From an optimization exercise on the open Yosys and OpenROAD flow, aimed at small area, a short achievable clock period and few clock cycles; shortcuts taken in it are not production practice. In this exercise RTL edits were held to simulation tests only and were not proved equivalent to the original. No activity file was given, so power comes from the tool's default toggle rates.

===== flow/design.v =====
`timescale 1ns/100ps
module ALU (OPERAND1, OPERAND2, ALU_OP, ALU_RESULT, COMPARATOR);
    input [7:0] OPERAND1, OPERAND2;              
    input [2:0] ALU_OP;                          
    output reg [7:0] ALU_RESULT;                 
    output wire COMPARATOR;                      
    wire [7:0] TEMP_FWD, TEMP_ADD, TEMP_AND, TEMP_OR;  
    assign TEMP_FWD = OPERAND2;  
    assign TEMP_ADD = OPERAND1 + OPERAND2;  
    assign TEMP_AND = OPERAND1 & OPERAND2;  
    assign TEMP_OR =  OPERAND1 | OPERAND2;  
    always @ (*) 
    begin
        case (ALU_OP)
            3'b000: begin ALU_RESULT = TEMP_FWD; end
            3'b001: begin ALU_RESULT = TEMP_ADD; end
            3'b010: begin ALU_RESULT = TEMP_OR; end
            3'b011: begin ALU_RESULT = TEMP_AND; end
            default ALU_RESULT = 8'b0;
        endcase
    end
    assign COMPARATOR = ~(ALU_RESULT[0] | ALU_RESULT[1] | ALU_RESULT[2] | ALU_RESULT[3] | ALU_RESULT[4] | ALU_RESULT[5] |ALU_RESULT[6] | ALU_RESULT[7]);
endmodule
`timescale 1ns/100ps
module REG_file(REGWRITE, REGOUT1, REGOUT2, WRITEREG, READREG1, READREG2, WRITEENABLE, CLK, RESET);
input CLK, RESET, WRITEENABLE;                               
input [7:0] REGWRITE;                                        
input [2:0] WRITEREG, READREG1, READREG2;                    
output wire [7:0] REGOUT1, REGOUT2;                          
integer i;                                                   
reg [7:0] register_array [0:7];
always @ (posedge CLK) begin
    if(RESET) begin
        for(i=0; i<8; i=i+1) begin
            register_array[i] <= 8'd0;
        end
    end
    else if(WRITEENABLE) begin
        register_array[WRITEREG] <= REGWRITE;
    end
end   
assign REGOUT1 =  register_array[READREG1];
assign REGOUT2 =  register_array[READREG2];
endmodule
`timescale 1ns/100ps
module Control_unit(
    INSTRCT_ARRAY, newPC, PC, 
    IM_INPUT, PC_offset, 
    READREG1, READREG2, WRITEREG, ALU_OP, SHIFT_AMOUNT, 
    WRITEENABLE,  ImMUX_SELECT, InvtMUX_SELECT, jump_SELECT, BEQ_SELECT, BNE_SELECT, SELECT_32x1, 
    READENABLE_CACHE, WRITEENABLE_CACHE, CACHE_BUSYWAIT, RegFileInMUX_SEL, INSTRUCT_CACHE_BUSYWAIT, 
    CLK, RESET
);
input CLK, RESET, CACHE_BUSYWAIT, INSTRUCT_CACHE_BUSYWAIT;         
input [31:0] INSTRCT_ARRAY, newPC;                                 
output reg [31:0] PC;            
output reg [2:0]  ALU_OP;        
output reg [2:0] SELECT_32x1;    
output reg ImMUX_SELECT, InvtMUX_SELECT, jump_SELECT, BEQ_SELECT, BNE_SELECT, RegFileInMUX_SEL; 
output wire READENABLE_CACHE, WRITEENABLE_CACHE;   
output wire [2:0] READREG1, READREG2, WRITEREG, SHIFT_AMOUNT;
output wire  [7:0] IM_INPUT, PC_offset;   
output wire WRITEENABLE;                 
reg REG_WRITE, MEM_READ, MEM_WRITE;      
always @ (posedge CLK) begin
  if(RESET) begin
    PC <= 32'd0;
  end
  else if(!(CACHE_BUSYWAIT | INSTRUCT_CACHE_BUSYWAIT)) begin
    PC <= newPC;
  end
end
assign WRITEREG = INSTRCT_ARRAY[18:16];      
assign READREG1 = INSTRCT_ARRAY[10:8];       
assign READREG2 = INSTRCT_ARRAY[2:0];        
assign IM_INPUT = INSTRCT_ARRAY[7:0];        
assign PC_offset = INSTRCT_ARRAY[23:16];     
assign SHIFT_AMOUNT = INSTRCT_ARRAY[2:0];    
assign READENABLE_CACHE = MEM_READ & !INSTRUCT_CACHE_BUSYWAIT;
assign WRITEENABLE_CACHE = MEM_WRITE & !INSTRUCT_CACHE_BUSYWAIT;
assign WRITEENABLE = REG_WRITE & !(CACHE_BUSYWAIT | INSTRUCT_CACHE_BUSYWAIT);
always @ (*) begin
  ALU_OP = 3'b111;
  BNE_SELECT = 1'b0;
  BEQ_SELECT = 1'b0;
  jump_SELECT = 1'b0;
  InvtMUX_SELECT = 1'b0;
  ImMUX_SELECT = 1'b0;
  SELECT_32x1 = 3'b000;
  MEM_READ = 1'b0;
  MEM_WRITE = 1'b0;
  RegFileInMUX_SEL = 1'b0;
  REG_WRITE = 1'b0;
  case(INSTRCT_ARRAY[28:24])
    5'b00000: begin ALU_OP = 3'b000; REG_WRITE = 1'b1; end                                   
    5'b00001: begin ALU_OP = 3'b000; ImMUX_SELECT = 1'b1; REG_WRITE = 1'b1; end              
    5'b00010: begin ALU_OP = 3'b001; REG_WRITE = 1'b1; end                                   
    5'b00011: begin ALU_OP = 3'b001; InvtMUX_SELECT = 1'b1; REG_WRITE = 1'b1; end            
    5'b00100: begin ALU_OP = 3'b010; REG_WRITE = 1'b1; end                                   
    5'b00101: begin ALU_OP = 3'b011; REG_WRITE = 1'b1; end                                   
    5'b00110: begin jump_SELECT = 1'b1; end                                                  
    5'b00111: begin ALU_OP = 3'b001; BEQ_SELECT = 1'b1; InvtMUX_SELECT = 1'b1; end           
    5'b01000: begin ALU_OP = 3'b001; BNE_SELECT = 1'b1; InvtMUX_SELECT = 1'b1; end           
    5'b01001: begin SELECT_32x1 = 3'b001; REG_WRITE = 1'b1; end                              
    5'b01010: begin SELECT_32x1 = 3'b010; REG_WRITE = 1'b1; end                              
    5'b01011: begin SELECT_32x1 = 3'b011; REG_WRITE = 1'b1; end                              
    5'b01100: begin SELECT_32x1 = 3'b100; REG_WRITE = 1'b1; end                              
    5'b01101: begin ALU_OP = 3'b000; ImMUX_SELECT = 1'b1; MEM_READ = 1'b1; RegFileInMUX_SEL = 1'b1; REG_WRITE = 1'b1; end   
    5'b01110: begin ALU_OP = 3'b000; MEM_READ = 1'b1; RegFileInMUX_SEL = 1'b1; REG_WRITE = 1'b1; end                        
    5'b01111: begin ALU_OP = 3'b000; ImMUX_SELECT = 1'b1; MEM_WRITE = 1'b1; RegFileInMUX_SEL = 1'b1; end                    
    5'b10000: begin ALU_OP = 3'b000; MEM_WRITE = 1'b1; RegFileInMUX_SEL = 1'b1; end                                         
    default ;                                                                                
  endcase
end
endmodule
`timescale 1ns/100ps
module Inverter(INPUT, COMPLIMENT);
  input [7:0] INPUT;               
  output reg [7:0] COMPLIMENT;     
  always @ (*) begin
    COMPLIMENT = ~INPUT + 8'b00000001;
  end
endmodule
module Inverter_MUX(INPUT, INVRTD_INPUT, OUTPUT, InvtMUX_SELECT);
  input [7:0] INPUT, INVRTD_INPUT;         
  input InvtMUX_SELECT;                    
  output reg [7:0] OUTPUT;                 
  always @ (*) begin 
    if(InvtMUX_SELECT) begin OUTPUT = INVRTD_INPUT; end
    else begin OUTPUT = INPUT; end
  end
endmodule
module Immediate_MUX(IM_INPUT, INPUT, OUTPUT, ImMUX_SELECT);
  input [7:0] IM_INPUT, INPUT;           
  input ImMUX_SELECT;                    
  output reg [7:0] OUTPUT;               
  always @ (*) begin
    if(ImMUX_SELECT) begin OUTPUT = IM_INPUT; end
    else begin OUTPUT = INPUT; end
  end
endmodule
module PC_incrementer(PC, updatedPC);
  input [31:0] PC;
  output reg [31:0] updatedPC;    
  always @ (*) begin
    updatedPC = PC + 32'd4;
  end
endmodule
module PC_updater(updatedPC, PC_offset, offsettedPC);
  input [31:0] updatedPC;            
  input [7:0] PC_offset;             
  output reg [31:0] offsettedPC;     
  always @ (*) begin
    offsettedPC = updatedPC + {{24{PC_offset[7]}}, PC_offset, 2'b00};
  end
endmodule
module PC_MUX(updatedPC, offsettedPC, PC_SELECT, newPC);
  input [31:0] updatedPC, offsettedPC;         
  input PC_SELECT;                             
  output reg [31:0] newPC;                     
  always @ (*) begin
    if(PC_SELECT) begin
      newPC = offsettedPC;
    end
    else begin newPC = updatedPC; end
  end
endmodule
module SELECT_32x8_MUX(ALU_RESULT, LSL_SHIFTER_OUT, LSR_SHIFTER_OUT, ASR_SHIFTER_OUT, ROR_SHIFTER_OUT, SELECT_32x1, SELECT_32x1_MUXOUT);
  input [7:0] ALU_RESULT, LSL_SHIFTER_OUT, LSR_SHIFTER_OUT, ASR_SHIFTER_OUT, ROR_SHIFTER_OUT;    
  input [2:0] SELECT_32x1;                   
  output reg [7:0] SELECT_32x1_MUXOUT;       
  always @ (*) begin
    if(SELECT_32x1 == 3'b000) begin SELECT_32x1_MUXOUT = ALU_RESULT; end
    else if(SELECT_32x1 == 3'b001) begin SELECT_32x1_MUXOUT = LSL_SHIFTER_OUT; end
    else if(SELECT_32x1 == 3'b010) begin SELECT_32x1_MUXOUT = LSR_SHIFTER_OUT; end
    else if(SELECT_32x1 == 3'b011) begin SELECT_32x1_MUXOUT = ASR_SHIFTER_OUT; end
    else if(SELECT_32x1 == 3'b100) begin SELECT_32x1_MUXOUT = ROR_SHIFTER_OUT; end
    else begin SELECT_32x1_MUXOUT = ALU_RESULT; end
  end
endmodule
module REGIN_MUX(SELECT_32x1_MUXOUT, DataMem_READDATA, RegFileInMUX_SEL, REGWRITE_FINAL);
  input [7:0] SELECT_32x1_MUXOUT, DataMem_READDATA;    
  input RegFileInMUX_SEL;                              
  output reg [7:0] REGWRITE_FINAL;                     
  always @ (*) begin
    if(RegFileInMUX_SEL) begin
      REGWRITE_FINAL = DataMem_READDATA;
    end
    else begin
      REGWRITE_FINAL = SELECT_32x1_MUXOUT;
    end
  end
endmodule
`timescale 1ns/100ps
module MUX_2x1 (INPUT1, INPUT2, OUTPUT, SELECT );
    input INPUT1, INPUT2, SELECT;
    output wire OUTPUT;
    assign OUTPUT = (SELECT) ? INPUT1 : INPUT2;
endmodule
module barrelShifter_LSL( INPUT, SHIFTED_OUTPUT, SHIFT_AMOUNT);        
  input  [7:0] INPUT;                    
  output  [7:0] SHIFTED_OUTPUT;          
  input [2:0] SHIFT_AMOUNT;              
  wire [7:0] INTERIM_1,INTERIM_2;        
  MUX_2x1 MUX_C0R0 (1'b0,  INPUT[0], INTERIM_1[0], SHIFT_AMOUNT[0]); 
  MUX_2x1 MUX_C0R1 (INPUT[0], INPUT[1], INTERIM_1[1], SHIFT_AMOUNT[0]); 
  MUX_2x1 MUX_C0R2 (INPUT[1], INPUT[2], INTERIM_1[2], SHIFT_AMOUNT[0]); 
  MUX_2x1 MUX_C0R3 (INPUT[2], INPUT[3], INTERIM_1[3], SHIFT_AMOUNT[0]); 
  MUX_2x1 MUX_C0R4 (INPUT[3], INPUT[4], INTERIM_1[4], SHIFT_AMOUNT[0]); 
  MUX_2x1 MUX_C0R5 (INPUT[4], INPUT[5], INTERIM_1[5], SHIFT_AMOUNT[0]); 
  MUX_2x1 MUX_C0R6 (INPUT[5], INPUT[6], INTERIM_1[6], SHIFT_AMOUNT[0]); 
  MUX_2x1 MUX_C0R7 (INPUT[6], INPUT[7], INTERIM_1[7], SHIFT_AMOUNT[0]); 
  MUX_2x1 MUX_C1R0 (1'b0  , INTERIM_1[0], INTERIM_2[0], SHIFT_AMOUNT[1]); 
  MUX_2x1 MUX_C1R1 (1'b0  , INTERIM_1[1], INTERIM_2[1], SHIFT_AMOUNT[1]); 
  MUX_2x1 MUX_C1R2 (INTERIM_1[0], INTERIM_1[2], INTERIM_2[2], SHIFT_AMOUNT[1]); 
  MUX_2x1 MUX_C1R3 (INTERIM_1[1], INTERIM_1[3], INTERIM_2[3], SHIFT_AMOUNT[1]); 
  MUX_2x1 MUX_C1R4 (INTERIM_1[2], INTERIM_1[4], INTERIM_2[4], SHIFT_AMOUNT[1]); 
  MUX_2x1 MUX_C1R5 (INTERIM_1[3], INTERIM_1[5], INTERIM_2[5], SHIFT_AMOUNT[1]); 
  MUX_2x1 MUX_C1R6 (INTERIM_1[4], INTERIM_1[6], INTERIM_2[6], SHIFT_AMOUNT[1]); 
  MUX_2x1 MUX_C1R7 (INTERIM_1[5], INTERIM_1[7], INTERIM_2[7], SHIFT_AMOUNT[1]); 
  MUX_2x1 MUX_C2R0 (1'b0  , INTERIM_2[0], SHIFTED_OUTPUT[0], SHIFT_AMOUNT[2]); 
  MUX_2x1 MUX_C2R1 (1'b0  , INTERIM_2[1], SHIFTED_OUTPUT[1], SHIFT_AMOUNT[2]); 
  MUX_2x1 MUX_C2R2 (1'b0  , INTERIM_2[2], SHIFTED_OUTPUT[2], SHIFT_AMOUNT[2]); 
  MUX_2x1 MUX_C2R3 (1'b0  , INTERIM_2[3], SHIFTED_OUTPUT[3], SHIFT_AMOUNT[2]); 
  MUX_2x1 MUX_C2R4 (INTERIM_2[0], INTERIM_2[4], SHIFTED_OUTPUT[4], SHIFT_AMOUNT[2]); 
  MUX_2x1 MUX_C2R5 (INTERIM_2[1], INTERIM_2[5], SHIFTED_OUTPUT[5], SHIFT_AMOUNT[2]); 
  MUX_2x1 MUX_C2R6 (INTERIM_2[2], INTERIM_2[6], SHIFTED_OUTPUT[6], SHIFT_AMOUNT[2]); 
  MUX_2x1 MUX_C2R7 (INTERIM_2[3], INTERIM_2[7], SHIFTED_OUTPUT[7], SHIFT_AMOUNT[2]); 
endmodule
module barrelShifter_LSR( INPUT, SHIFTED_OUTPUT, SHIFT_AMOUNT);        
  input  [7:0] INPUT;                    
  output  [7:0] SHIFTED_OUTPUT;          
  input [2:0] SHIFT_AMOUNT;              
  wire [7:0] INTERIM_1,INTERIM_2;        
  MUX_2x1 MUX_C0R0 (1'b0,  INPUT[7], INTERIM_1[0], SHIFT_AMOUNT[0]); 
  MUX_2x1 MUX_C0R1 (INPUT[7], INPUT[6], INTERIM_1[1], SHIFT_AMOUNT[0]); 
  MUX_2x1 MUX_C0R2 (INPUT[6], INPUT[5], INTERIM_1[2], SHIFT_AMOUNT[0]); 
  MUX_2x1 MUX_C0R3 (INPUT[5], INPUT[4], INTERIM_1[3], SHIFT_AMOUNT[0]); 
  MUX_2x1 MUX_C0R4 (INPUT[4], INPUT[3], INTERIM_1[4], SHIFT_AMOUNT[0]); 
  MUX_2x1 MUX_C0R5 (INPUT[3], INPUT[2], INTERIM_1[5], SHIFT_AMOUNT[0]); 
  MUX_2x1 MUX_C0R6 (INPUT[2], INPUT[1], INTERIM_1[6], SHIFT_AMOUNT[0]); 
  MUX_2x1 MUX_C0R7 (INPUT[1], INPUT[0], INTERIM_1[7], SHIFT_AMOUNT[0]); 
  MUX_2x1 MUX_C1R0 (1'b0  , INTERIM_1[0], INTERIM_2[0], SHIFT_AMOUNT[1]); 
  MUX_2x1 MUX_C1R1 (1'b0  , INTERIM_1[1], INTERIM_2[1], SHIFT_AMOUNT[1]); 
  MUX_2x1 MUX_C1R2 (INTERIM_1[0], INTERIM_1[2], INTERIM_2[2], SHIFT_AMOUNT[1]); 
  MUX_2x1 MUX_C1R3 (INTERIM_1[1], INTERIM_1[3], INTERIM_2[3], SHIFT_AMOUNT[1]); 
  MUX_2x1 MUX_C1R4 (INTERIM_1[2], INTERIM_1[4], INTERIM_2[4], SHIFT_AMOUNT[1]); 
  MUX_2x1 MUX_C1R5 (INTERIM_1[3], INTERIM_1[5], INTERIM_2[5], SHIFT_AMOUNT[1]); 
  MUX_2x1 MUX_C1R6 (INTERIM_1[4], INTERIM_1[6], INTERIM_2[6], SHIFT_AMOUNT[1]); 
  MUX_2x1 MUX_C1R7 (INTERIM_1[5], INTERIM_1[7], INTERIM_2[7], SHIFT_AMOUNT[1]); 
  MUX_2x1 MUX_C2R0 (1'b0  , INTERIM_2[0], SHIFTED_OUTPUT[7], SHIFT_AMOUNT[2]); 
  MUX_2x1 MUX_C2R1 (1'b0  , INTERIM_2[1], SHIFTED_OUTPUT[6], SHIFT_AMOUNT[2]); 
  MUX_2x1 MUX_C2R2 (1'b0  , INTERIM_2[2], SHIFTED_OUTPUT[5], SHIFT_AMOUNT[2]); 
  MUX_2x1 MUX_C2R3 (1'b0  , INTERIM_2[3], SHIFTED_OUTPUT[4], SHIFT_AMOUNT[2]); 
  MUX_2x1 MUX_C2R4 (INTERIM_2[0], INTERIM_2[4], SHIFTED_OUTPUT[3], SHIFT_AMOUNT[2]); 
  MUX_2x1 MUX_C2R5 (INTERIM_2[1], INTERIM_2[5], SHIFTED_OUTPUT[2], SHIFT_AMOUNT[2]); 
  MUX_2x1 MUX_C2R6 (INTERIM_2[2], INTERIM_2[6], SHIFTED_OUTPUT[1], SHIFT_AMOUNT[2]); 
  MUX_2x1 MUX_C2R7 (INTERIM_2[3], INTERIM_2[7], SHIFTED_OUTPUT[0], SHIFT_AMOUNT[2]); 
endmodule
module barrelShifter_ASR( INPUT, SHIFTED_OUTPUT, SHIFT_AMOUNT);        
  input  [7:0] INPUT;                    
  output  [7:0] SHIFTED_OUTPUT;          
  input [2:0] SHIFT_AMOUNT;              
  wire [7:0] INTERIM_1,INTERIM_2;        
  MUX_2x1 MUX_C0R0 (INPUT[7],  INPUT[7], INTERIM_1[0], SHIFT_AMOUNT[0]); 
  MUX_2x1 MUX_C0R1 (INPUT[7], INPUT[6], INTERIM_1[1], SHIFT_AMOUNT[0]); 
  MUX_2x1 MUX_C0R2 (INPUT[6], INPUT[5], INTERIM_1[2], SHIFT_AMOUNT[0]); 
  MUX_2x1 MUX_C0R3 (INPUT[5], INPUT[4], INTERIM_1[3], SHIFT_AMOUNT[0]); 
  MUX_2x1 MUX_C0R4 (INPUT[4], INPUT[3], INTERIM_1[4], SHIFT_AMOUNT[0]); 
  MUX_2x1 MUX_C0R5 (INPUT[3], INPUT[2], INTERIM_1[5], SHIFT_AMOUNT[0]); 
  MUX_2x1 MUX_C0R6 (INPUT[2], INPUT[1], INTERIM_1[6], SHIFT_AMOUNT[0]); 
  MUX_2x1 MUX_C0R7 (INPUT[1], INPUT[0], INTERIM_1[7], SHIFT_AMOUNT[0]); 
  MUX_2x1 MUX_C1R0 (INPUT[7], INTERIM_1[0], INTERIM_2[0], SHIFT_AMOUNT[1]); 
  MUX_2x1 MUX_C1R1 (INPUT[7], INTERIM_1[1], INTERIM_2[1], SHIFT_AMOUNT[1]); 
  MUX_2x1 MUX_C1R2 (INTERIM_1[0], INTERIM_1[2], INTERIM_2[2], SHIFT_AMOUNT[1]); 
  MUX_2x1 MUX_C1R3 (INTERIM_1[1], INTERIM_1[3], INTERIM_2[3], SHIFT_AMOUNT[1]); 
  MUX_2x1 MUX_C1R4 (INTERIM_1[2], INTERIM_1[4], INTERIM_2[4], SHIFT_AMOUNT[1]); 
  MUX_2x1 MUX_C1R5 (INTERIM_1[3], INTERIM_1[5], INTERIM_2[5], SHIFT_AMOUNT[1]); 
  MUX_2x1 MUX_C1R6 (INTERIM_1[4], INTERIM_1[6], INTERIM_2[6], SHIFT_AMOUNT[1]); 
  MUX_2x1 MUX_C1R7 (INTERIM_1[5], INTERIM_1[7], INTERIM_2[7], SHIFT_AMOUNT[1]); 
  MUX_2x1 MUX_C2R0 (INPUT[7], INTERIM_2[0], SHIFTED_OUTPUT[7], SHIFT_AMOUNT[2]); 
  MUX_2x1 MUX_C2R1 (INPUT[7], INTERIM_2[1], SHIFTED_OUTPUT[6], SHIFT_AMOUNT[2]); 
  MUX_2x1 MUX_C2R2 (INPUT[7], INTERIM_2[2], SHIFTED_OUTPUT[5], SHIFT_AMOUNT[2]); 
  MUX_2x1 MUX_C2R3 (INPUT[7], INTERIM_2[3], SHIFTED_OUTPUT[4], SHIFT_AMOUNT[2]); 
  MUX_2x1 MUX_C2R4 (INTERIM_2[0], INTERIM_2[4], SHIFTED_OUTPUT[3], SHIFT_AMOUNT[2]); 
  MUX_2x1 MUX_C2R5 (INTERIM_2[1], INTERIM_2[5], SHIFTED_OUTPUT[2], SHIFT_AMOUNT[2]); 
  MUX_2x1 MUX_C2R6 (INTERIM_2[2], INTERIM_2[6], SHIFTED_OUTPUT[1], SHIFT_AMOUNT[2]); 
  MUX_2x1 MUX_C2R7 (INTERIM_2[3], INTERIM_2[7], SHIFTED_OUTPUT[0], SHIFT_AMOUNT[2]); 
endmodule
`timescale 1ns/100ps
module Rotate_Right(INPUT, SHIFTED_OUTPUT, SHIFT_AMOUNT);
    input [7:0] INPUT;                   
    input [2:0] SHIFT_AMOUNT;            
    output reg [7:0] SHIFTED_OUTPUT;     
    always @ (*) begin
      case(SHIFT_AMOUNT)
        3'b000: begin SHIFTED_OUTPUT = INPUT; end
        3'b001: begin SHIFTED_OUTPUT = {INPUT[0], INPUT[7:1]}; end
        3'b010: begin SHIFTED_OUTPUT = {INPUT[1:0], INPUT[7:2]}; end
        3'b011: begin SHIFTED_OUTPUT = {INPUT[2:0], INPUT[7:3]}; end
        3'b100: begin SHIFTED_OUTPUT = {INPUT[3:0], INPUT[7:4]}; end
        3'b101: begin SHIFTED_OUTPUT = {INPUT[4:0], INPUT[7:5]}; end
        3'b110: begin SHIFTED_OUTPUT = {INPUT[5:0], INPUT[7:6]}; end
        3'b111: begin SHIFTED_OUTPUT = {INPUT[6:0], INPUT[7]}; end
      endcase
    end
endmodule
`timescale 1ns/100ps
module CPU(PC, INSTRCT_ARRAY, CLK, RESET, READENABLE_CACHE, WRITEENABLE_CACHE, ALU_RESULT, REGOUT1, CACHE_READDATA, CACHE_BUSYWAIT, INSTRUCT_CACHE_BUSYWAIT,
           RET_VALID, RF_WE, RF_WADDR, RF_WDATA);
    input [31:0] INSTRCT_ARRAY;                                          
    input CLK, RESET, CACHE_BUSYWAIT, INSTRUCT_CACHE_BUSYWAIT;           
    input [7:0] CACHE_READDATA;                                          
    output [31:0] PC;                    
    output wire READENABLE_CACHE, WRITEENABLE_CACHE;   
    output wire [7:0] ALU_RESULT, REGOUT1;             
    output wire RET_VALID, RF_WE;
    output wire [2:0] RF_WADDR;
    output wire [7:0] RF_WDATA;
    wire [7:0]   REGOUT2, OPERAND1, OPERAND2,   REGWRITE_FINAL;    
    wire [7:0] SHIFT_LSL, SHIFT_LSR, SHIFT_ASR, SHIFT_ROR, LSL_SHIFTER_OUT, LSR_SHIFTER_OUT, ASR_SHIFTER_OUT, ROR_SHIFTER_OUT;
    wire [7:0] COMPLIMENT, Inverter_MUX_OUT, IM_INPUT, PC_offset;
    wire [7:0] SELECT_32x1_MUXOUT;       
    wire [2:0] READREG1, READREG2, WRITEREG, ALU_OP, SHIFT_AMOUNT;
    wire [2:0] SELECT_32x1;                
    wire WRITEENABLE, bneAND_OUT, InvtMUX_SELECT, ImMUX_SELECT, PC_SELECT, COMPARATOR, beqAND_OUT, jump_SELECT, BEQ_SELECT, BNE_SELECT;
    wire RegFileInMUX_SEL;          
    wire [31:0] updatedPC, offsettedPC, newPC;     
    assign SHIFT_LSL = REGOUT1;   
    assign SHIFT_LSR = REGOUT1;   
    assign SHIFT_ASR = REGOUT1;   
    assign  SHIFT_ROR = REGOUT1;     
    PC_incrementer myPC_Incrementer(PC, updatedPC);
    PC_updater myPC_updater(updatedPC, PC_offset, offsettedPC);
    PC_MUX myPC_MUX(updatedPC, offsettedPC, PC_SELECT, newPC);
    Control_unit myControl_unit(
        INSTRCT_ARRAY, newPC, PC, 
        IM_INPUT, PC_offset, 
        READREG1, READREG2, WRITEREG, ALU_OP, SHIFT_AMOUNT, 
        WRITEENABLE,  ImMUX_SELECT, InvtMUX_SELECT, jump_SELECT, BEQ_SELECT, BNE_SELECT, SELECT_32x1, 
        READENABLE_CACHE, WRITEENABLE_CACHE, CACHE_BUSYWAIT, RegFileInMUX_SEL, INSTRUCT_CACHE_BUSYWAIT, 
        CLK, RESET );
    REG_file myREG_file(REGWRITE_FINAL, REGOUT1, REGOUT2, WRITEREG, READREG1, READREG2, WRITEENABLE, CLK, RESET);
    Inverter myInverter(REGOUT2, COMPLIMENT);
    Inverter_MUX myInverter_MUX(REGOUT2, COMPLIMENT, Inverter_MUX_OUT, InvtMUX_SELECT);
    Immediate_MUX myImmediate_MUX(IM_INPUT, Inverter_MUX_OUT, OPERAND2, ImMUX_SELECT); 
    barrelShifter_LSL myBarrelShifter_LSL(SHIFT_LSL, LSL_SHIFTER_OUT, SHIFT_AMOUNT);
    barrelShifter_LSR myBarrelShifter_LSR(SHIFT_LSR, LSR_SHIFTER_OUT, SHIFT_AMOUNT);
    barrelShifter_ASR myBarrelShifter_ASR(SHIFT_ASR, ASR_SHIFTER_OUT, SHIFT_AMOUNT);
    Rotate_Right myRotate_Right(SHIFT_ROR, ROR_SHIFTER_OUT, SHIFT_AMOUNT);
    ALU myALU(REGOUT1, OPERAND2, ALU_OP, ALU_RESULT, COMPARATOR);
    SELECT_32x8_MUX mySELECT_32x8_MUX(ALU_RESULT, LSL_SHIFTER_OUT, LSR_SHIFTER_OUT, ASR_SHIFTER_OUT, ROR_SHIFTER_OUT, SELECT_32x1, SELECT_32x1_MUXOUT);
    REGIN_MUX myREGIN_MUX(SELECT_32x1_MUXOUT, CACHE_READDATA, RegFileInMUX_SEL, REGWRITE_FINAL);
    and myAND_BEQ(beqAND_OUT, COMPARATOR, BEQ_SELECT);
    and myAND_BNE(bneAND_OUT, ~COMPARATOR, BNE_SELECT); 
    or myOR(PC_SELECT, beqAND_OUT, bneAND_OUT, jump_SELECT);
    assign RET_VALID = !(CACHE_BUSYWAIT | INSTRUCT_CACHE_BUSYWAIT);
    assign RF_WE = WRITEENABLE;
    assign RF_WADDR = WRITEREG;
    assign RF_WDATA = REGWRITE_FINAL;
endmodule
`timescale 1ns/100ps
module Cache_Controller(ADDRESS, CACHE_WRITEDATA, MEM_READDATA, MEM_BUSYWAIT, READENABLE_CACHE, WRITEENABLE_CACHE,
                        MEM_ADDRESS, MEM_WRITEDATA, READENABLE_MEM, WRITEENABLE_MEM, CACHE_BUSYWAIT, CACHE_READDATA,
                        CLK, RESET);
    input CLK, RESET;
    input READENABLE_CACHE, WRITEENABLE_CACHE, MEM_BUSYWAIT;
    input [7:0] CACHE_WRITEDATA, ADDRESS;
    input [31:0] MEM_READDATA;
    output wire CACHE_BUSYWAIT ; 
    output reg READENABLE_MEM, WRITEENABLE_MEM;
    output reg [7:0] CACHE_READDATA;
    output reg [31:0] MEM_WRITEDATA;
    output reg [5:0] MEM_ADDRESS;
    wire Cache_HIT;                      
    reg [31:0] Cache_table [7:0];        
    reg [2:0] Tag_array [7:0];           
    reg [7:0] ValidBit_array;            
    reg [7:0] DirtyBit_array;            
    wire [2:0] TAG;
    wire VALID, DIRTY;
    assign TAG = Tag_array[ADDRESS[4:2]];             
    assign VALID = ValidBit_array[ADDRESS[4:2]];      
    assign DIRTY = DirtyBit_array[ADDRESS[4:2]];      
    assign Cache_HIT = (TAG == ADDRESS[7:5] && VALID) ? 1'b1 : 1'b0;
    assign CACHE_BUSYWAIT = (READENABLE_CACHE || WRITEENABLE_CACHE) && !Cache_HIT;
    always @ (*) begin
        case(ADDRESS[1:0])
            2'b00: begin CACHE_READDATA = Cache_table[ADDRESS[4:2]][7:0]; end
            2'b01: begin CACHE_READDATA = Cache_table[ADDRESS[4:2]][15:8]; end
            2'b10: begin CACHE_READDATA = Cache_table[ADDRESS[4:2]][23:16]; end
            default: begin CACHE_READDATA = Cache_table[ADDRESS[4:2]][31:24]; end
        endcase
    end  
    parameter IDLE = 2'b00, MEM_READ = 2'b01, MEM_WRITEBACK = 2'b10;
    reg [1:0] state, next_state;
    always @ (*)
    begin
        case (state)
            IDLE:
                if((READENABLE_CACHE || WRITEENABLE_CACHE) && !DIRTY && !Cache_HIT)  
                    next_state = MEM_READ;
                else if((READENABLE_CACHE || WRITEENABLE_CACHE) && DIRTY && !Cache_HIT)
                    next_state = MEM_WRITEBACK;
                else
                    next_state = IDLE;
            MEM_READ:
                if (!MEM_BUSYWAIT)
                    next_state = IDLE;
                else  
                    next_state = MEM_READ;
            MEM_WRITEBACK:
                if(!MEM_BUSYWAIT)
                    next_state = MEM_READ;
                else
                    next_state = MEM_WRITEBACK;
            default:
                next_state = IDLE;
        endcase
    end
    always @ (*)
    begin
        case(state)
            MEM_READ: 
            begin
                READENABLE_MEM = 1'b1;                       
                WRITEENABLE_MEM = 1'b0;                      
                MEM_ADDRESS = ADDRESS[7:2];                  
                MEM_WRITEDATA = 32'd0;
            end
            MEM_WRITEBACK:
            begin
                READENABLE_MEM = 1'b0;                       
                WRITEENABLE_MEM = 1'b1;                      
                MEM_ADDRESS = {TAG, ADDRESS[4:2]};           
                MEM_WRITEDATA = Cache_table[ADDRESS[4:2]];   
            end
            default:
            begin
                READENABLE_MEM = 1'b0;                       
                WRITEENABLE_MEM = 1'b0;                      
                MEM_ADDRESS = 6'd0;
                MEM_WRITEDATA = 32'd0;
            end
        endcase
    end
    always @(posedge CLK)
    begin
        if(RESET) begin
            state <= IDLE;
            ValidBit_array <= 8'd0;
            DirtyBit_array <= 8'd0;
        end
        else begin
            state <= next_state;
            if(state == IDLE && Cache_HIT && WRITEENABLE_CACHE)
                DirtyBit_array[ADDRESS[4:2]] <= 1'b1;
            if(state == MEM_READ && !MEM_BUSYWAIT) begin
                DirtyBit_array[ADDRESS[4:2]] <= 1'b0;
                ValidBit_array[ADDRESS[4:2]] <= 1'b1;
            end
        end
    end
    always @(posedge CLK)
    begin
        if(!RESET) begin
            if(state == IDLE && Cache_HIT && WRITEENABLE_CACHE) begin
                case(ADDRESS[1:0])
                    2'b11: begin Cache_table[ADDRESS[4:2]][31:24] <= CACHE_WRITEDATA; end
                    2'b10: begin Cache_table[ADDRESS[4:2]][23:16] <= CACHE_WRITEDATA; end
                    2'b01: begin Cache_table[ADDRESS[4:2]][15:8] <= CACHE_WRITEDATA; end
                    default: begin Cache_table[ADDRESS[4:2]][7:0] <= CACHE_WRITEDATA; end
                endcase
            end
            if(state == MEM_READ && !MEM_BUSYWAIT) begin
                Cache_table[ADDRESS[4:2]] <= MEM_READDATA;
                Tag_array[ADDRESS[4:2]] <= ADDRESS[7:5];
            end
        end
    end
endmodule
`timescale 1ns/100ps
module Instruct_Cache_Controller(INSTRUCT_ADDRESS, INSTRUCT_MEM_BUSYWAIT, INSTRUCT_MEM_READDATA, INSTRUCT_CACHE_BUSYWAIT, INSTRUCT_MEM_READENABLE, INSTRUCTION, INSTRUCT_MEM_ADDRESS, CLK, RESET);
    input CLK, RESET;
    input INSTRUCT_MEM_BUSYWAIT; 
    input [9:0] INSTRUCT_ADDRESS;
    input [127:0] INSTRUCT_MEM_READDATA;
    output wire INSTRUCT_CACHE_BUSYWAIT;
    output reg INSTRUCT_MEM_READENABLE;
    output reg [31:0] INSTRUCTION;
    output reg [5:0] INSTRUCT_MEM_ADDRESS;
    wire Cache_HIT;                     
    reg [127:0] Cache_table [7:0];        
    reg [2:0] Tag_array [7:0];           
    reg [7:0] ValidBit_array;            
    wire [2:0] TAG;
    wire VALID;
    assign TAG = Tag_array[INSTRUCT_ADDRESS[6:4]];             
    assign VALID = ValidBit_array[INSTRUCT_ADDRESS[6:4]];      
    assign Cache_HIT = (TAG == INSTRUCT_ADDRESS[9:7] && VALID) ? 1'b1 : 1'b0;
    assign INSTRUCT_CACHE_BUSYWAIT = !Cache_HIT;
    always @ (*) begin
        case(INSTRUCT_ADDRESS[3:2])
            2'b00: begin INSTRUCTION = Cache_table[INSTRUCT_ADDRESS[6:4]][31:0]; end
            2'b01: begin INSTRUCTION = Cache_table[INSTRUCT_ADDRESS[6:4]][63:32]; end
            2'b10: begin INSTRUCTION = Cache_table[INSTRUCT_ADDRESS[6:4]][95:64]; end
            default: begin INSTRUCTION = Cache_table[INSTRUCT_ADDRESS[6:4]][127:96]; end
        endcase
    end  
    always @ (posedge CLK) begin
        if(RESET) begin
            ValidBit_array <= 8'd0;
            INSTRUCT_MEM_READENABLE <= 1'b0;
            INSTRUCT_MEM_ADDRESS <= 6'd0;
        end
        else if(INSTRUCT_MEM_READENABLE) begin
            if(!INSTRUCT_MEM_BUSYWAIT) begin
                ValidBit_array[INSTRUCT_ADDRESS[6:4]] <= 1'b1;                   
                INSTRUCT_MEM_READENABLE <= 1'b0;                                 
            end
        end
        else if(!Cache_HIT) begin
            INSTRUCT_MEM_READENABLE <= 1'b1;
            INSTRUCT_MEM_ADDRESS <= INSTRUCT_ADDRESS[9:4];
        end
    end
    always @ (posedge CLK) begin
        if(!RESET && INSTRUCT_MEM_READENABLE && !INSTRUCT_MEM_BUSYWAIT) begin
            Cache_table[INSTRUCT_ADDRESS[6:4]] <= INSTRUCT_MEM_READDATA;    
            Tag_array[INSTRUCT_ADDRESS[6:4]] <= INSTRUCT_ADDRESS[9:7];      
        end
    end
endmodule
`timescale 1ns/100ps
module cpu_system(
    input          clk,
    input          reset,
    output         imem_read,
    output [5:0]   imem_addr,
    input  [127:0] imem_rdata,
    input          imem_busywait,
    output         dmem_read,
    output         dmem_write,
    output [5:0]   dmem_addr,
    output [31:0]  dmem_wdata,
    input  [31:0]  dmem_rdata,
    input          dmem_busywait,
    output         ret_valid,
    output [31:0]  ret_pc,
    output         ret_rf_we,
    output [2:0]   ret_rf_waddr,
    output [7:0]   ret_rf_wdata
);
    wire [31:0] PC, INSTRUCTION;
    wire [7:0] ALU_RESULT, REGOUT1, CACHE_READDATA;
    wire READENABLE_CACHE, WRITEENABLE_CACHE, CACHE_BUSYWAIT, INSTRUCT_CACHE_BUSYWAIT;
    CPU myCPU(PC, INSTRUCTION, clk, reset, READENABLE_CACHE, WRITEENABLE_CACHE, ALU_RESULT, REGOUT1, CACHE_READDATA, CACHE_BUSYWAIT, INSTRUCT_CACHE_BUSYWAIT,
              ret_valid, ret_rf_we, ret_rf_waddr, ret_rf_wdata);
    Instruct_Cache_Controller myInstruct_Cache_Controller(PC[9:0], imem_busywait, imem_rdata, INSTRUCT_CACHE_BUSYWAIT, imem_read, INSTRUCTION, imem_addr, clk, reset);
    Cache_Controller myCache_Controller(ALU_RESULT, REGOUT1, dmem_rdata, dmem_busywait, READENABLE_CACHE, WRITEENABLE_CACHE,
                                        dmem_addr, dmem_wdata, dmem_read, dmem_write, CACHE_BUSYWAIT, CACHE_READDATA,
                                        clk, reset);
    assign ret_pc = PC;
endmodule

===== flow/run.sh =====
#!/bin/bash
# synth_recipe.tcl (not shown) runs the flow's synth.tcl, then flattens the netlist and writes it again
# the make line also repeats each setting of config.mk as NAME=value (left out here)
make -C /OpenROAD-flow-scripts/flow DESIGN_CONFIG=/design/flow/config.mk WORK_HOME=/design/flow/orfs CLKGATE_MAP_FILE= SYNTH_SCRIPT=/design/flow/synth_recipe.tcl finish

===== flow/config.mk =====
export PLATFORM = sky130hd
export DESIGN_NAME = cpu_system
export DESIGN_NICKNAME = cpu_system
export VERILOG_FILES = /design/flow/design.v
export SDC_FILE = /design/flow/constraint.sdc
export NUM_CORES = 4
export LEC_CHECK = 0
export CAP_MARGIN = 20
export CORE_MARGIN = 2
export CORE_UTILIZATION = 40
export SLEW_MARGIN = 20

===== flow/constraint.sdc =====
create_clock -name core_clock -period 10.0 [get_ports {clk}]
set_input_delay 2.0000 -clock core_clock [delete_from_list [all_inputs] [get_ports {clk}]]
set_output_delay 2.0000 -clock core_clock [all_outputs]
set_load 0.01 [all_outputs]

==> impl_metrics.toml <==
[placed_design]
gp_congestion = 0.908
hpwl_mm = 98.7
io_buffers = 221
dp.cells = 5672
preCtsSetupSlack_ns = -0.163

[clocking]
cts_tree = "built"
clk_path_buf_depth = 3
clkLatencyLatePin_ns = 0.77
clock_tree.root_cell = "clkbuf_16"
clkTransAtPathRegs_ns = 0.05
cts_buffers = 133
htree_levels = 4
postCtsHoldBufs = 0
cts.sinks = 1202

[sta]
grt_setup_unrepaired = "yes"
worst_pin_slew_ns = 1.15
final-max-slew-violation-count = 0
setup_slack_ns = 0.123
relSlewSlack = 0.227
min_period_over_period = 0.988
period_minus_slack_ns = 9.88
hold_viol = 0
setup_viol = 0
tns_ns = 0
clock_skew_ns = 0.0545
fmax_mhz = 101
whs_ns = 0.467

[global_route]
grtUsageTotal = 0.219
grt_pass1_wl_mm = 224
grt_pass1_vias = 34000
antenna_found_initial = 12
grt_max_degree = 82
grt-ovfl-total = 0

[critical_path]
crit_buf_inv = 12
cpMaxStageDelayCell = "o211ai_1"
cp_top_family = "compound AO/OA/AOI/OAI gates"
cp_max_fo = 17
crit_path_end_kind = "primary output"
crit_path_max_incr_delay_ns = 0.55
crit_path_frequent_cell = "buf_4"
path_class = "reg2out"
crit_arrival_ns = 7.88
worst_setup_path_start_kind = "flop"
crit_required_ns = 8.00

[flow_run]
maxCapViolCount = 0

[die]
core_um2 = 135000
start_util = 0.402
rows = 135
die_w_um = 372
ios = 256
dieHeight_um = 372
dieArea_um2 = 138000

[power]
power_density_nw_per_um2 = 177
leakagePower_nw = 21.8
p_clk_frac = 0.407
p_switching_mw = 2.79
p_sw_frac = 0.243
ir_worst_vdd_uv = 167
seqPwrFrac = 0.484
combPwrFrac = 0.109
p_int_mw = 8.71

[outcome]
outcome = "complete, no violations"

[finish]
fin_nets = 4314
drive_gt1_frac = 0.206
post-route-util = 0.480
area_delta_synth_final_pct = 19.6
final_cells = 5966

[drt]
totalWireLength_mm = 152
vias_per_cell = 5.73
drtAntennaViolNets = 0
vias = 34200
drc = 0
drt_iter0_markers = 3129
drt-pass1-iter-count = 8
wl_per_cell_um = 25.4

[logic_synthesis]
async_flop_share = 0
yosysMostFrequentCell = "edfxtp_1"
netlist_top_cells_count = "edfxtp_1 (1136), nand2_1 (373), mux2i_1 (214), nor2_1 (203), mux4_2 (186)"
ys_seq_area_frac = 0.654
synth_flop_cell = "edfxtp_1"
syn_area_um2 = 54200
ys_ff_latch = 1202
synth_top_area_frac = 0.629
synthCells = 3647
synth_area_leaders = "edfxtp_1 (63%), mux4_2 (7.7%), mux2i_1 (4.0%)"
synth-edff-count = 1136
yosysWarnings = 14
yosysUniqueCellTypes = 96
avgSynthCellArea_um2 = 14.9
yosys.area.top_type = "edfxtp_1"

[hold_path]
hold_class = "reg2reg"
## area by class of cell
type / instances / area [um2]
fill: 11600 / 70200
sequential: 1202 / 35400
multi-input combinational: 2171 / 18000
timing repair buffer: 497 / 4610
clock buffer: 163 / 3580
tap: 1781 / 2230
clock inverter: 71 / 614
inverter: 75 / 287
antenna: 6 / 15.0
## path summary, 6_finish.rpt
kind | slack, ns | startpoint | cells after the start | to
worst min-delay path | 0.47 | myCache_Controller.ValidBit_array[6] | 2 | myCache_Controller.ValidBit_array[6]
worst max register to register | 1.34 | flop | 34 | myCache_Controller.Cache_table[0][19]
worst max-delay path | 0.12 | flop | 33 | ret_rf_wdata[5]
worst min register to register | 0.47 | myCache_Controller.ValidBit_array[6] | 2 | myCache_Controller.ValidBit_array[6]
## placed cells by master, fill, tap and decap left out, drive strengths merged, types with 22 or more instances in the layout
cell / instances
clkbuf: 165
mux2: 58
o211ai: 22
a21o: 37
clkinv: 56
a21oi: 118
dfxtp: 66
mux2i: 214
clkdlybuf4s50: 209
xnor2: 50
o21ai: 72
edfxtp: 1136
nand2: 376
mux4: 187
ha: 68
a221oi: 38
and2: 88
a211oi: 52
nand3: 92
inv: 77
buf: 275
a22oi: 29
a31oi: 27
nor2b: 28
nor3: 51
o22ai: 30
and3: 53
nor2: 205
## routing by layer
| metal | track usage | wire, um |
|---|---|---|
| met3 | 0.0507 | 12400 |
| met5 | 0 | 105 |
| met2 | 0.354 | 72500 |
| met4 | 0.0792 | 5140 |
| met1 | 0.287 | 61700 |
## logic make-up (layout without fill, tap and decap cells)
family / Yosys count / after routing / share of synthesized area
flip-flops: 1202 / 1202 / 0.654
AND/OR/NAND/NOR: 971 / 971 / 0.0841
AO/OA/AOI/OAI: 602 / 602 / 0.0813
adder cells (fa/ha/maj): 70 / 70 / 0.0164
multiplexers: 459 / 459 / 0.129
XOR/XNOR: 67 / 67 / 0.0111
buffers and inverters: 275 / 806 / 0.0238
other: 1 / 8 / 0.0000692
## what timing repair did
action	in CTS	in global routing
pin swaps	23	19
setup buffers	40	11
cloned	3	0
resized for setup	84	41
endpoints found under the setup margin	45	31
## power by group through the flow
stage          combinational, mW  clock, mW  sequential [mW]
2_1_floorplan              0.634          0             5.67
3_3_place_gp                1.15          0             5.67
3_5_place_dp                1.16          0             5.67
4_1_cts                     1.22       4.77             5.57
5_1_grt                     1.32       4.97             5.57
6_report                    1.25       4.68             5.57
## sequential cells by signal (all words and copies together) (netlist names), named ones only
name,count
myCPU.myControl_unit.PC,30
myCPU.myREG_file.register_array,64
myCache_Controller.Cache_table,256
myCache_Controller.DirtyBit_array,1
myCache_Controller.Tag_array,24
myCache_Controller.ValidBit_array,8
myCache_Controller.state,2
myInstruct_Cache_Controller.Cache_table,768
myInstruct_Cache_Controller.INSTRUCT_MEM_ADDRESS,6
myInstruct_Cache_Controller.INSTRUCT_MEM_READENABLE,1
myInstruct_Cache_Controller.Tag_array,24
myInstruct_Cache_Controller.ValidBit_array,8
## per-stage QoR
step	total power, mW	area [um2]
after global placement	6.82	59600
after detailed placement	6.83	59600
after floorplan	6.30	54200
after global routing	11.9	64800
final	11.5	64800
after CTS	11.6	64600
## worst reg2reg max path: cells and delay by family (launching register included)
kind,cells,cell delay [ns]
simple gates,7,2.40
compound gates,9,1.88
buf+inv,12,1.67
mux,3,1.10
flops,1,0.44
xor+xnor,2,0.40
fa+ha+maj,1,0.38
Testbench counts, summed over its fixed seeds: cycles 183,873.

## re-timing with driven ports
In the flow no input, the clock included, has a driving cell. The finished layout below was timed again as built, in two steps. Step 1 sets driving cells, clkbuf_16 on the clock port and buf_2 on the other inputs (assumed; they add their load-dependent delay and slew). Step 2, shift: input delay + t, output delay - t, t = (earliest + latest rising clock arrival at the registers) / 2. This alone moves slack from input paths to output paths. Three values: ideal ports, drivers, drivers and shift; two values: the first two.
t, ns: 0.824
slack for setup (ns): 0.123 / 0.046 / 0.869
pins driven straight from the clock port: 1
After both steps this run still meets setup and hold. For this run, drivers alone change the setup slack by -0.077 ns; drivers and shift together by +0.746 ns.
